What follows belongs to an exercise in optimizing a design on an open flow for small area, a short achievable clock period and few clock cycles; a production flow would make more cautious choices.
Where RTL was checked, it was by simulation tests only, not by an equivalence proof against the original.

==> job 1865 <==
// DALU
module DALU(
	clk,
	rst,
	in_valid,
	instruction,
	out_valid,
	out
);
clock: 10.0 ns
lec_check: 0
cap_margin: 20
core_margin: 2
core_utilization: 40
setup_slack_margin: 4.5
slew_margin: 20
run.sh (not shown) runs the stock make flow with config.mk's settings and CLKGATE_MAP_FILE= SYNTH_SCRIPT=/design/flow/synth_recipe.tcl, a recipe that flattens the netlist after the stock synthesis.
==> job 8067 (differences from job 1865) <==
--- a/flow/design.v
+++ b/flow/design.v
@@ -93,34 +93,31 @@
 wire pr1_5 = ((a1[1] & b[5]) | (a2[1] & b[4])) ^ an[1];
 wire pr1_6 = ((a1[1] & b[6]) | (a2[1] & b[5])) ^ an[1];
 wire pr1_7 = ((a1[1] & b[7]) | (a2[1] & b[6])) ^ an[1];
 wire pr1_8 = ((a1[1] & b[8]) | (a2[1] & b[7])) ^ an[1];
 wire pr1_9 = ((a1[1] & b[9]) | (a2[1] & b[8])) ^ an[1];
-wire pr1_10 = ((a1[1] & b[10]) | (a2[1] & b[9])) ^ an[1];
-wire pr1_11 = ~(((a1[1] & b[10]) | (a2[1] & b[10])) ^ an[1]);
+wire pr1_10 = ~(((a1[1] & b[9]) | (a2[1] & b[9])) ^ an[1]);
 wire pr2_0 = ((a1[2] & b[0])) ^ an[2];
 wire pr2_1 = ((a1[2] & b[1]) | (a2[2] & b[0])) ^ an[2];
 wire pr2_2 = ((a1[2] & b[2]) | (a2[2] & b[1])) ^ an[2];
 wire pr2_3 = ((a1[2] & b[3]) | (a2[2] & b[2])) ^ an[2];
 wire pr2_4 = ((a1[2] & b[4]) | (a2[2] & b[3])) ^ an[2];
 wire pr2_5 = ((a1[2] & b[5]) | (a2[2] & b[4])) ^ an[2];
 wire pr2_6 = ((a1[2] & b[6]) | (a2[2] & b[5])) ^ an[2];
 wire pr2_7 = ((a1[2] & b[7]) | (a2[2] & b[6])) ^ an[2];
 wire pr2_8 = ((a1[2] & b[8]) | (a2[2] & b[7])) ^ an[2];
 wire pr2_9 = ((a1[2] & b[9]) | (a2[2] & b[8])) ^ an[2];
-wire pr2_10 = ((a1[2] & b[10]) | (a2[2] & b[9])) ^ an[2];
-wire pr2_11 = ~(((a1[2] & b[10]) | (a2[2] & b[10])) ^ an[2]);
+wire pr2_10 = ~(((a1[2] & b[9]) | (a2[2] & b[9])) ^ an[2]);
 wire pr3_0 = ((a1[3] & b[0])) ^ an[3];
 wire pr3_1 = ((a1[3] & b[1]) | (a2[3] & b[0])) ^ an[3];
 wire pr3_2 = ((a1[3] & b[2]) | (a2[3] & b[1])) ^ an[3];
 wire pr3_3 = ((a1[3] & b[3]) | (a2[3] & b[2])) ^ an[3];
 wire pr3_4 = ((a1[3] & b[4]) | (a2[3] & b[3])) ^ an[3];
 wire pr3_5 = ((a1[3] & b[5]) | (a2[3] & b[4])) ^ an[3];
 wire pr3_6 = ((a1[3] & b[6]) | (a2[3] & b[5])) ^ an[3];
 wire pr3_7 = ((a1[3] & b[7]) | (a2[3] & b[6])) ^ an[3];
-wire pr3_8 = ((a1[3] & b[8]) | (a2[3] & b[7])) ^ an[3];
-wire pr3_9 = ((a1[3] & b[9]) | (a2[3] & b[8])) ^ an[3];
+wire pr3_8 = ~(((a1[3] & b[7]) | (a2[3] & b[7])) ^ an[3]);
 wire pc0 = an[3] ^ pr0_6;
 wire pc1 = an[3] & pr0_6;
 wire pc2 = pr0_7 ^ pr1_5;
 wire pc3 = pr0_7 & pr1_5;
 wire pc4 = pr0_8 ^ pr1_6;
@@ -129,59 +126,55 @@
 wire pc7 = pr0_9 & pr1_7;
 wire pc8 = pr0_10 ^ pr1_8;
 wire pc9 = pr0_10 & pr1_8;
 wire pc10 = ~(pr0_11 ^ pr1_9);
 wire pc11 = pr0_11 | pr1_9;
-wire pc12 = ~pr1_10;
-wire pc13 = an[2] ^ pr0_4;
-wire pc14 = an[2] & pr0_4;
-wire pc15 = pr0_5 ^ pr1_3;
-wire pc16 = pr0_5 & pr1_3;
-wire pc17 = pr1_4 ^ pr2_2 ^ pr3_0;
-wire pc18 = (pr1_4 & pr2_2) | (pr1_4 & pr3_0) | (pr2_2 & pr3_0);
-wire pc19 = pr2_3 ^ pr3_1 ^ pc1;
-wire pc20 = (pr2_3 & pr3_1) | (pr2_3 & pc1) | (pr3_1 & pc1);
-wire pc21 = pr2_4 ^ pr3_2 ^ pc3;
-wire pc22 = (pr2_4 & pr3_2) | (pr2_4 & pc3) | (pr3_2 & pc3);
-wire pc23 = pr2_5 ^ pr3_3 ^ pc5;
-wire pc24 = (pr2_5 & pr3_3) | (pr2_5 & pc5) | (pr3_3 & pc5);
-wire pc25 = pr2_6 ^ pr3_4 ^ pc7;
-wire pc26 = (pr2_6 & pr3_4) | (pr2_6 & pc7) | (pr3_4 & pc7);
-wire pc27 = pr2_7 ^ pr3_5 ^ pc9;
-wire pc28 = (pr2_7 & pr3_5) | (pr2_7 & pc9) | (pr3_5 & pc9);
-wire pc29 = pr2_8 ^ pr3_6 ^ pc12;
-wire pc30 = (pr2_8 & pr3_6) | (pr2_8 & pc12) | (pr3_6 & pc12);
-wire pc31 = pr1_10 ^ pr1_11 ^ pr2_9;
-wire pc32 = (pr1_10 & pr1_11) | (pr1_10 & pr2_9) | (pr1_11 & pr2_9);
-wire pc33 = ~pr2_10;
-wire pc34 = an[1] ^ pr0_2;
-wire pc35 = an[1] & pr0_2;
-wire pc36 = pr0_3 ^ pr1_1;
-wire pc37 = pr0_3 & pr1_1;
-wire pc38 = pr1_2 ^ pr2_0 ^ pc13;
-wire pc39 = (pr1_2 & pr2_0) | (pr1_2 & pc13) | (pr2_0 & pc13);
-wire pc40 = pr2_1 ^ pc14 ^ pc15;
-wire pc41 = (pr2_1 & pc14) | (pr2_1 & pc15) | (pc14 & pc15);
-wire pc42 = pc16 ^ pc0 ^ pc17;
-wire pc43 = (pc16 & pc0) | (pc16 & pc17) | (pc0 & pc17);
-wire pc44 = pc2 ^ pc18 ^ pc19;
-wire pc45 = (pc2 & pc18) | (pc2 & pc19) | (pc18 & pc19);
-wire pc46 = pc4 ^ pc20 ^ pc21;
-wire pc47 = (pc4 & pc20) | (pc4 & pc21) | (pc20 & pc21);
-wire pc48 = pc6 ^ pc22 ^ pc23;
-wire pc49 = (pc6 & pc22) | (pc6 & pc23) | (pc22 & pc23);
-wire pc50 = pc8 ^ pc24 ^ pc25;
-wire pc51 = (pc8 & pc24) | (pc8 & pc25) | (pc24 & pc25);
-wire pc52 = pc10 ^ pc26 ^ pc27;
-wire pc53 = (pc10 & pc26) | (pc10 & pc27) | (pc26 & pc27);
-wire pc54 = pc11 ^ pc29 ^ pc28;
-wire pc55 = (pc11 & pc29) | (pc11 & pc28) | (pc29 & pc28);
-wire pc56 = pr3_7 ^ pc31 ^ pc30;
-wire pc57 = (pr3_7 & pc31) | (pr3_7 & pc30) | (pc31 & pc30);
-wire pc58 = pr3_8 ^ pc33 ^ pc32;
-wire pc59 = (pr3_8 & pc33) | (pr3_8 & pc32) | (pc33 & pc32);
-wire pc60 = pr2_10 ^ pr2_11 ^ pr3_9;
-wire pc61 = (pr2_10 & pr2_11) | (pr2_10 & pr3_9) | (pr2_11 & pr3_9);
-wire [15:0] prod_a = {pc60, pc58, pc56, pc53, pc51, pc49, pc47, pc45, pc43, pc41, pc39, pc37, pc35, pr1_0, pr0_1, an[0]};
-wire [15:0] prod_b = {pc59, pc57, pc55, pc54, pc52, pc50, pc48, pc46, pc44, pc42, pc40, pc38, pc36, pc34, 1'b0, pr0_0};
+wire pc12 = an[2] ^ pr0_4;
+wire pc13 = an[2] & pr0_4;
+wire pc14 = pr0_5 ^ pr1_3;
+wire pc15 = pr0_5 & pr1_3;
+wire pc16 = pr1_4 ^ pr2_2 ^ pr3_0;
+wire pc17 = (pr1_4 & pr2_2) | (pr1_4 & pr3_0) | (pr2_2 & pr3_0);
+wire pc18 = pr2_3 ^ pr3_1 ^ pc1;
+wire pc19 = (pr2_3 & pr3_1) | (pr2_3 & pc1) | (pr3_1 & pc1);
+wire pc20 = pr2_4 ^ pr3_2 ^ pc3;
+wire pc21 = (pr2_4 & pr3_2) | (pr2_4 & pc3) | (pr3_2 & pc3);
+wire pc22 = pr2_5 ^ pr3_3 ^ pc5;
+wire pc23 = (pr2_5 & pr3_3) | (pr2_5 & pc5) | (pr3_3 & pc5);
+wire pc24 = pr2_6 ^ pr3_4 ^ pc7;
+wire pc25 = (pr2_6 & pr3_4) | (pr2_6 & pc7) | (pr3_4 & pc7);
+wire pc26 = pr2_7 ^ pr3_5 ^ pc9;
+wire pc27 = (pr2_7 & pr3_5) | (pr2_7 & pc9) | (pr3_5 & pc9);
+wire pc28 = pr1_10 ^ pr2_8 ^ pr3_6;
+wire pc29 = (pr1_10 & pr2_8) | (pr1_10 & pr3_6) | (pr2_8 & pr3_6);
+wire pc30 = ~pr2_9;
+wire pc31 = ~pr2_10;
+wire pc32 = an[1] ^ pr0_2;
+wire pc33 = an[1] & pr0_2;
+wire pc34 = pr0_3 ^ pr1_1;
+wire pc35 = pr0_3 & pr1_1;
+wire pc36 = pr1_2 ^ pr2_0 ^ pc12;
+wire pc37 = (pr1_2 & pr2_0) | (pr1_2 & pc12) | (pr2_0 & pc12);
+wire pc38 = pr2_1 ^ pc13 ^ pc14;
+wire pc39 = (pr2_1 & pc13) | (pr2_1 & pc14) | (pc13 & pc14);
+wire pc40 = pc15 ^ pc0 ^ pc16;
+wire pc41 = (pc15 & pc0) | (pc15 & pc16) | (pc0 & pc16);
+wire pc42 = pc2 ^ pc17 ^ pc18;
+wire pc43 = (pc2 & pc17) | (pc2 & pc18) | (pc17 & pc18);
+wire pc44 = pc4 ^ pc19 ^ pc20;
+wire pc45 = (pc4 & pc19) | (pc4 & pc20) | (pc19 & pc20);
+wire pc46 = pc6 ^ pc21 ^ pc22;
+wire pc47 = (pc6 & pc21) | (pc6 & pc22) | (pc21 & pc22);
+wire pc48 = pc8 ^ pc23 ^ pc24;
+wire pc49 = (pc8 & pc23) | (pc8 & pc24) | (pc23 & pc24);
+wire pc50 = pc10 ^ pc25 ^ pc26;
+wire pc51 = (pc10 & pc25) | (pc10 & pc26) | (pc25 & pc26);
+wire pc52 = pc11 ^ pc28 ^ pc27;
+wire pc53 = (pc11 & pc28) | (pc11 & pc27) | (pc28 & pc27);
+wire pc54 = pr3_7 ^ pc30 ^ pc29;
+wire pc55 = (pr3_7 & pc30) | (pr3_7 & pc29) | (pc30 & pc29);
+wire pc56 = pr2_9 ^ pr3_8 ^ pc31;
+wire pc57 = (pr2_9 & pr3_8) | (pr2_9 & pc31) | (pr3_8 & pc31);
+wire [15:0] prod_a = {pr2_10, pc56, pc54, pc51, pc49, pc47, pc45, pc43, pc41, pc39, pc37, pc35, pc33, pr1_0, pr0_1, an[0]};
+wire [15:0] prod_b = {pc57, pc55, pc53, pc52, pc50, pc48, pc46, pc44, pc42, pc40, pc38, pc36, pc34, pc32, 1'b0, pr0_0};
 assign out = prod_a + prod_b;
 endmodule
==> flow/flow/run.sh (new file) <==
#!/bin/bash
# The standard layout, with the ports buffered by buf_2 cells and timing
# repair aiming for setup slack beyond the requirement.
set -euo pipefail
bash standard.sh "BUFFER_PORTS_ARGS=-buffer_cell sky130_fd_sc_hd__buf_2" \
	SETUP_SLACK_MARGIN=4.5 finish > standard_flow.log 2>&1
==> flow/standard.sh (new file) <==
#!/bin/bash
# synth_recipe.tcl (not shown) runs the flow's synth.tcl, then flattens the netlist and writes it again
# the make line also repeats each setting of config.mk as NAME=value (left out here)
make -C /OpenROAD-flow-scripts/flow DESIGN_CONFIG=/design/flow/config.mk WORK_HOME=/design/flow/orfs CLKGATE_MAP_FILE= SYNTH_SCRIPT=/design/flow/synth_recipe.tcl "${@:-finish}"
--- a/flow/config.mk
+++ b/flow/config.mk
@@ -6,7 +6,6 @@
 export NUM_CORES = 4
 export LEC_CHECK = 0
 export CAP_MARGIN = 20
 export CORE_MARGIN = 2
 export CORE_UTILIZATION = 40
-export SETUP_SLACK_MARGIN = 4.5
 export SLEW_MARGIN = 20
removed: flow/run.sh
==> results.txt <==
- Maximum frequency: job 8067 is lower than job 1865 (2.5%).
- In job 1865 the cell count is higher than in job 8067, by about 5%.
- Against job 8067, the wire length of job 1865 is larger by about 5%.
- Between job 8067 and job 1865, the lower non-clock buffer count is in job 8067 (gap 15).
- In job 8067 the sequential share of layout area is higher than in job 1865, by 0.73 points.
- In job 1865 the synthesized cell count is higher than in job 8067, by 5.1%.
==> figures <==
Worst-case headroom to the max-slew limit: job 1865 0.5110; job 8067 0.5498
Clock latency reported for the late side of the worst-skew pair: job 1865 250 ps; job 8067 260 ps
Half-perimeter wire length after placement: job 1865 8929 um; job 8067 8457 um
Area of the die: job 1865 13240 sq um; job 8067 12670 sq um
Cell variety after synth: job 1865 68; job 8067 60
Hold Startpoint: job 1865 a1[1]; job 8067 a2[0]
Outcome: job 1865 finished clean; job 8067 finished clean
Synth Area in Simple Gates: job 1865 0.1179; job 8067 0.1303
Max Fanout on Critical Path: job 1865 6; job 8067 5
Share of the synthesized netlist area taken by xor and xnor gates: job 1865 0.1613; job 8067 0.1561
Worst setup slack after placement: job 1865 3055 ps; job 8067 3825 ps
Critical path depth in cells: job 1865 16; job 8067 14
Met3 layer wire length in the routed design: job 1865 421 um; job 8067 298 um
Horizontal extent of the die: job 1865 115.1 um; job 8067 112.6 um
No functional check of the RTL was part of any run of this note.


==> inputs of job 9748 <==
Another version of the RTL of DALU (not shown whole).
==> module DALU, before the edit <==
module DALU(
	clk,
	rst,
	in_valid,
	instruction,
  out_valid,
  out
    );
input [18:0] instruction;
input clk,rst,in_valid;
output reg [15:0] out;
output reg out_valid;
reg signed [15:0] spart,tpart,lpart;   
reg [4:0] mode_tmp;
reg [1:0] current_state,next_state;
parameter idle=0,getinput=1,ex=2,sendout=3;
always@(posedge clk)
begin
	if(rst)current_state<=idle;
	else current_state<=next_state;
end
always@(*)
begin
	case(current_state)
		idle:next_state=getinput;		
		getinput:if(in_valid)next_state=sendout;
			else next_state=getinput;
		sendout:next_state=idle;
		default:next_state=idle;
	endcase
end
always@(posedge clk)
begin
	if(rst)
	begin
		spart<=0;
		tpart<=0;
		lpart<=0;
		mode_tmp<=0;
	end
	else if(current_state==getinput&&in_valid)
	begin
		case(instruction[18:16])
		0:
		begin
			case(instruction[3:0])
			0:begin mode_tmp<=1; spart<={{10{instruction[15]}},instruction[15:10]}; tpart<={{10{instruction[9]}},instruction[9:4]}; end
			1:begin mode_tmp<=2; spart<={{10{instruction[15]}},instruction[15:10]}; tpart<={{10{instruction[9]}},instruction[9:4]}; end
			2:begin mode_tmp<=3; spart<={{10{instruction[15]}},instruction[15:10]}; tpart<={{10{instruction[9]}},instruction[9:4]}; end
			3:begin mode_tmp<=4; spart<={{10{instruction[15]}},instruction[15:10]}; tpart<={{10{instruction[9]}},instruction[9:4]}; end
			4:begin mode_tmp<=5; spart<={{10{instruction[15]}},instruction[15:10]}; tpart<={{10{instruction[9]}},instruction[9:4]}; end
			default
			begin
				spart<=spart;
				tpart<=tpart;
				lpart<=lpart;
				mode_tmp<=mode_tmp;
			end
			endcase
		end
		1:
		begin 
			mode_tmp<=6; spart<={{10{instruction[15]}},instruction[15:10]}; tpart<={{10{instruction[9]}},instruction[9:4]};
			lpart<={{12{instruction[3]}},instruction[3:0]}; 
		end
		2:
		begin 
			mode_tmp<=7; spart<={{10{instruction[15]}},instruction[15:10]}; tpart<={{10{instruction[9]}},instruction[9:4]};
			lpart<={{12{instruction[3]}},instruction[3:0]}; 
		end
		3:begin mode_tmp<=8; spart<={{10{instruction[15]}},instruction[15:10]}; tpart<={{6{instruction[9]}},instruction[9:0]}; end
		4:begin mode_tmp<=9; spart<={{10{instruction[15]}},instruction[15:10]}; tpart<={{6{instruction[9]}},instruction[9:0]}; end
		default
		begin
			spart<=spart;
			tpart<=tpart;
			lpart<=lpart;
			mode_tmp<=mode_tmp;
		end
		endcase
	end
	else
	begin
		spart<=spart;
		tpart<=tpart;
		lpart<=lpart;
		mode_tmp<=mode_tmp;
	end
end
always@(posedge clk)
begin
	if(rst)
		out_valid<=0;
	else if(current_state==sendout)
		out_valid<=1;
	else
		out_valid<=0;
end
always@(posedge clk)
begin
	if(rst)
		out<=0;
	else if(current_state==sendout)
	begin
		case(mode_tmp)
		1: out<=spart&tpart;
		2: out<=spart|tpart;
		3: out<=spart^tpart;
		4: out<=spart+tpart;
		5: out<=spart-tpart;
		6: out<=spart*tpart*lpart;
		7: out<=(spart+tpart+lpart)*(spart+tpart+lpart);
		8: out<=spart+tpart;
	    9: out<=spart-tpart;
		default:out<=0;
		endcase
	end
	else
		out<=0;
end
endmodule
make LEC_CHECK=0 CAP_MARGIN=20 CORE_MARGIN=2 CORE_UTILIZATION=40 SLEW_MARGIN=20 finish   # period 10.0 ns
Stock flow here: none of the scripts above is used.
==> job 3897: changes against job 9748 <==
==> flow/design.v (replaced) <==
module DALU(
	clk,
	rst,
	in_valid,
	instruction,
	out_valid,
	out
);
input clk, rst, in_valid;
input [18:0] instruction;
output reg out_valid;
output reg [15:0] out;
wire [2:0] op = instruction[18:16];
wire [3:0] f = instruction[3:0];
wire defined = (op == 3'd0) ? (f <= 4'd4) : (op <= 3'd4);
wire signed [15:0] s = {{10{instruction[15]}}, instruction[15:10]};
wire signed [15:0] t = {{10{instruction[9]}}, instruction[9:4]};
wire signed [15:0] l = {{12{instruction[3]}}, instruction[3:0]};
wire signed [15:0] T = {{6{instruction[9]}}, instruction[9:0]};
wire signed [15:0] u = s + t + l;
reg [15:0] r;
always @(*) begin
	case (op)
	3'd0:
		case (f)
		4'd0: r = s & t;
		4'd1: r = s | t;
		4'd2: r = s ^ t;
		4'd3: r = s + t;
		default: r = s - t;
		endcase
	3'd1: r = s * t * l;
	3'd2: r = u * u;
	3'd3: r = s + T;
	default: r = s - T;
	endcase
end
always @(posedge clk) begin
	if (rst) begin
		out_valid <= 1'b0;
		out <= 16'd0;
	end else begin
		out_valid <= in_valid;
		if (in_valid && defined)
			out <= r;
	end
end
endmodule
==> results by group <==
Die
  – Core Footprint: 18800 sq um
  – Initial Util: slightly above 40%

Outcome
  – Status: timing/DRC/antenna clean

Synthesis
  – Yosys cell types: 71
  – Area fraction in compound gates after synthesis: between 10% and 20%
  – Synth Net Count: between 1000 and 1500

Final layout
  – Clock Buffer Count: 4
  – Inverters: roughly 180
Source of the figures above: job 3897

==> results by group <==
Outcome
  – Status: timing/DRC/antenna clean

Die
  – Core Footprint: slightly below 30000 sq um

Final layout
  – Clock Buffer Count: 5
  – Inverters: around 290

Synthesis
  – Area fraction in compound gates after synthesis: a little under an eighth
  – Synth Net Count: 1758
Source of the figures above: job 9748

Testbench counts of job 9748, summed over its fixed seeds: cycles 48,000.
For job 3897, only the layout was checked, not whether the RTL still works.

re-timing with driven ports:
The results above use ideal ports. As a check the final layouts listed here were re-extracted and re-timed, cells and wires unchanged. Step 1, drivers: a clkbuf_16 drives clk and a buf_2 each remaining input, both assumed. Step 2, shift: input delay + t, output delay - t, t = (earliest + latest rising clock arrival at the registers) / 2. This alone moves slack from input paths to output paths. Three values: ideal, step 1, step 2; two values: the first two.
run | t, ns | setup WS [ns] | hold WS [ns]
job 1865 | 0.285 | 4.205 / 4.174 / 4.374 | 0.570 / 0.570 / 0.570
job 8067 | 0.290 | 4.057 / 4.025 / 4.316 | 0.573 / 0.573 / 0.573
job 9748 | 0.350 | 0.629 / 0.629 / 0.629 | 0.485 / 0.485 / 0.485
job 3897 | 0.287 | 0.828 / 0.837 / 0.549 | 0.450 / 0.450 / 0.450
After both steps every run listed still meets setup and hold. For job 3897, which loses most, drivers alone change the setup slack by +0.009 ns; drivers and shift together by -0.279 ns.
